Source: an optimization exercise on an open RTL-to-GDS flow (aim: small area, a short achievable clock period and few clock cycles per item). Production flows keep margins and buffers that such runs may drop.
At most, simulation tests tie the RTL to the original design; equivalence was not proved.
No activity file was given, so power comes from the tool's default toggle rates.

// Cache
module Cache (
    input wire clk,
    input wire rst_n,
    input wire enable,
    input wire [31:0] address,
    output reg [31:0] data_out,
    output reg data_out_ready,
    input wire [31:0] data_in,
    input wire [3:0] write_enable,
    output reg busy,
    output reg br_cmd,
    output reg br_cmd_en,
    output wire [20:0] br_addr,
    output wire [63:0] br_wr_data,
    output wire [7:0] br_data_mask,
    input wire [63:0] br_rd_data,
    input wire br_rd_data_valid
);
==> module Cache, before the edit <==
module Cache (
    input wire clk,
    input wire rst_n,
    input wire enable,
    input wire [31:0] address,
    output reg [31:0] data_out,
    output reg data_out_ready,
    input wire [31:0] data_in,
    input wire [3:0] write_enable,
    output reg busy,
    output reg br_cmd,
    output reg br_cmd_en,
    output wire [20:0] br_addr,
    output wire [63:0] br_wr_data,
    output wire [7:0] br_data_mask,
    input wire [63:0] br_rd_data,
    input wire br_rd_data_valid
);
  localparam COMMAND_DELAY_INTERVAL = 4'd12;
  reg [63:0] s0, s1, s2, s3;   
  reg [3:0] ph;   
  reg [15:0] tag;   
  reg valid;   
  reg dirty;   
  reg fill;   
  reg ack;   
  reg [7:0] wsel;   
  reg [3:0] cmd_cnt;   
  reg cmd_wait;   
  reg eq;   
  reg live;   
  wire [15:0] a_tag = address[20:5];
  wire [1:0] a_beat = address[4:3];
  wire is_wr = |write_enable;
  wire req = enable && !ack;
  wire tag_eq = tag == a_tag;
  wire [3:0] ph1 = {ph[2:0], ph[3]};   
  wire [3:0] ph2 = {ph[1:0], ph[3:2]};   
  wire beat_ok = is_wr ? ph2[a_beat] : ph1[a_beat];
  wire next_ok = !fill || br_rd_data_valid;
  wire last_beat = fill && br_rd_data_valid && ph[2];
  wire [63:0] ring_in = fill ? br_rd_data : s0;
  wire [63:0] s3_d;
  generate
    for (genvar b = 0; b < 8; b++) begin : merge
      assign s3_d[b*8+:8] = wsel[b] ? data_in[(b%4)*8+:8] : ring_in[b*8+:8];
    end
  endgenerate
  wire can_cmd = req && !fill && !br_cmd_en && !cmd_wait;
  wire tag_ld = can_cmd && !(valid && dirty);
  wire rd_go = tag_ld && !(valid && tag_eq);
  wire wb_go = can_cmd && valid && dirty && !tag_eq && ph[3];
  wire rd_cmd = br_cmd_en && !br_cmd;   
  wire wb_cmd = br_cmd_en && br_cmd;   
  wire ack_d = req && live && eq && (valid || fill) && next_ok && beat_ok;
  always_ff @(posedge clk) begin
    s0 <= s1;
    s1 <= s2;
    s2 <= s3;
    s3 <= s3_d;
    data_out <= address[2] ? s3_d[63:32] : s3_d[31:0];
    br_cmd <= wb_go;
    if (tag_ld) tag <= a_tag;
    eq <= tag_eq;
    if (br_cmd_en) cmd_cnt <= COMMAND_DELAY_INTERVAL;
    else if (cmd_wait) cmd_cnt <= cmd_cnt - 4'd1;
    if (rd_cmd) ph <= 4'b1000;
    else if (next_ok) ph <= ph1;
    data_out_ready <= ack_d && !is_wr;
    busy <= !(ack_d && is_wr);
    for (int b = 0; b < 8; b++) wsel[b] <= ack_d && write_enable[b%4] && (address[2] == (b / 4));
  end
  always_ff @(posedge clk, negedge rst_n) begin
    if (!rst_n) begin
      valid <= 0;
      dirty <= 0;
      fill <= 0;
      ack <= 0;
      live <= 0;
      br_cmd_en <= 0;
      cmd_wait <= 0;
    end else begin
      br_cmd_en <= wb_go || rd_go;
      if (br_cmd_en) cmd_wait <= 1;
      else if (cmd_wait) cmd_wait <= cmd_cnt != 4'd1;
      if (wb_cmd) dirty <= 0;
      if (ack && is_wr) dirty <= 1;
      if (rd_cmd) fill <= 1;
      if (last_beat) begin
        fill <= 0;
        valid <= 1;
      end
      ack <= ack_d;
      live <= req && !ack_d;
    end
  end
  assign br_addr = {tag, 5'b0};
  assign br_wr_data = s3;
  assign br_data_mask = 8'b0;
endmodule
clock: 10.0 ns
lec_check: 0
cap_margin: 20
core_margin: 2
core_utilization: 40
cts_cluster_diameter: 60
cts_cluster_size: 30
slew_margin: 20
tns_end_percent: 0
standard.sh (not shown) runs the stock make flow with config.mk's settings and CLKGATE_MAP_FILE= SYNTH_SCRIPT=/design/flow/synth_recipe.tcl, a recipe that flattens the netlist after the stock synthesis.
==> flow/flow/run.sh <==
#!/bin/bash
# Standard layout, with plain buffers (instead of the default delay buffers) on the ports
# and the given repair targets.
set -euo pipefail
export BUFFER_PORTS_ARGS="-buffer_cell sky130_fd_sc_hd__buf_1"
bash standard.sh SETUP_SLACK_MARGIN=7.0 finish > standard_flow.log 2>&1
Testbench counts at the start, summed over its fixed seeds: cycles 246,345, transactions 16,000.
Edit:
--- a/flow/design.v
+++ b/flow/design.v
@@ -44,5 +44,5 @@
     input wire br_rd_data_valid
 );
-  localparam COMMAND_DELAY_INTERVAL = 4'd12;
+  localparam COMMAND_DELAY_INTERVAL = 4'd13;
   reg [63:0] s0, s1, s2, s3;   
   reg [3:0] ph;   
@@ -55,6 +55,4 @@
   reg [3:0] cmd_cnt;   
   reg cmd_wait;   
-  reg eq;   
-  reg live;   
   wire [15:0] a_tag = address[20:5];
   wire [1:0] a_beat = address[4:3];
@@ -62,4 +60,5 @@
   wire req = enable && !ack;
   wire tag_eq = tag == a_tag;
+  wire tag_hit = valid && tag_eq;
   wire [3:0] ph1 = {ph[2:0], ph[3]};   
   wire [3:0] ph2 = {ph[1:0], ph[3:2]};   
@@ -74,11 +73,8 @@
     end
   endgenerate
-  wire can_cmd = req && !fill && !br_cmd_en && !cmd_wait;
-  wire tag_ld = can_cmd && !(valid && dirty);
-  wire rd_go = tag_ld && !(valid && tag_eq);
-  wire wb_go = can_cmd && valid && dirty && !tag_eq && ph[3];
-  wire rd_cmd = br_cmd_en && !br_cmd;   
-  wire wb_cmd = br_cmd_en && br_cmd;   
-  wire ack_d = req && live && eq && (valid || fill) && next_ok && beat_ok;
+  wire miss = req && !tag_hit && !fill && !cmd_wait;
+  wire wb_go = miss && valid && dirty && ph[3];
+  wire rd_go = miss && !(valid && dirty);
+  wire ack_d = req && (valid || fill) && tag_eq && next_ok && beat_ok;
   always_ff @(posedge clk) begin
     s0 <= s1;
@@ -88,13 +84,10 @@
     data_out <= address[2] ? s3_d[63:32] : s3_d[31:0];
     br_cmd <= wb_go;
-    if (tag_ld) tag <= a_tag;
-    eq <= tag_eq;
-    if (br_cmd_en) cmd_cnt <= COMMAND_DELAY_INTERVAL;
-    else if (cmd_wait) cmd_cnt <= cmd_cnt - 4'd1;
-    if (rd_cmd) ph <= 4'b1000;
-    else if (next_ok) ph <= ph1;
     data_out_ready <= ack_d && !is_wr;
     busy <= !(ack_d && is_wr);
     for (int b = 0; b < 8; b++) wsel[b] <= ack_d && write_enable[b%4] && (address[2] == (b / 4));
+    if (rd_go) tag <= a_tag;
+    if (rd_go) ph <= 4'b1000;
+    else if (next_ok) ph <= ph1;
   end
   always_ff @(posedge clk, negedge rst_n) begin
@@ -104,14 +97,22 @@
       fill <= 0;
       ack <= 0;
-      live <= 0;
       br_cmd_en <= 0;
+      cmd_cnt <= 0;
       cmd_wait <= 0;
     end else begin
       br_cmd_en <= wb_go || rd_go;
-      if (br_cmd_en) cmd_wait <= 1;
-      else if (cmd_wait) cmd_wait <= cmd_cnt != 4'd1;
-      if (wb_cmd) dirty <= 0;
+      if (wb_go || rd_go) begin
+        cmd_cnt <= COMMAND_DELAY_INTERVAL;
+        cmd_wait <= 1;
+      end else if (cmd_wait) begin
+        cmd_cnt <= cmd_cnt - 4'd1;
+        cmd_wait <= cmd_cnt != 4'd1;
+      end
+      if (wb_go) dirty <= 0;
       if (ack && is_wr) dirty <= 1;
-      if (rd_cmd) fill <= 1;
+      if (rd_go) begin
+        valid <= 0;
+        fill <= 1;
+      end
       if (last_beat) begin
         fill <= 0;
@@ -119,5 +120,4 @@
       end
       ack <= ack_d;
-      live <= req && !ack_d;
     end
   end
Utilization went up by 1.1 points.
Power went up by 7.1%.
Synthesized cell count climbs by 0.44%.
Hold slack gets better by 0.0070 ns.
Non-clock buffer count came out higher by 3.
Design area rose by 1.9%.
Global-route usage increases by 0.21 points.
Final cell count goes down by 1.4%.
Worst setup slack loses 0.091 ns.
Count of clock-buffer cells in the layout goes up by 2.
First-iteration DRC count came out higher by 3.0%.
Register-to-register slack got worse by 0.23 ns.
No functional check of the RTL was part of the second run of this note.

-- port drivers added, routing unchanged --
No port has a modelled driver above. Below, the same layouts with a new extraction and two added sets of constraints. Step 1, drivers: a clkbuf_16 drives clk and a buf_2 each remaining input, both assumed. Step 2, shift: input delay + t, output delay - t, t = (earliest + latest rising clock arrival at the registers) / 2. This alone moves slack from input paths to output paths. a / b / c = ideal / step 1 / step 2; a / b = the first two.
run | t, ns | setup WS [ns] | worst setup path at the end | clock arrival spread, ns | worst slew at a driven data input, ns
the first run | 0.564 | 6.895 / 6.852 / 6.465 | input to register | 0.024 / 0.024 | 0.06
the second run | 0.565 | 6.804 / 6.799 / 6.234 | input to register | 0.031 / 0.030 | 0.08
After both steps setup and hold are still met in every run listed. For the second run, which loses most, drivers alone change the setup slack by -0.005 ns; drivers and shift together by -0.570 ns.
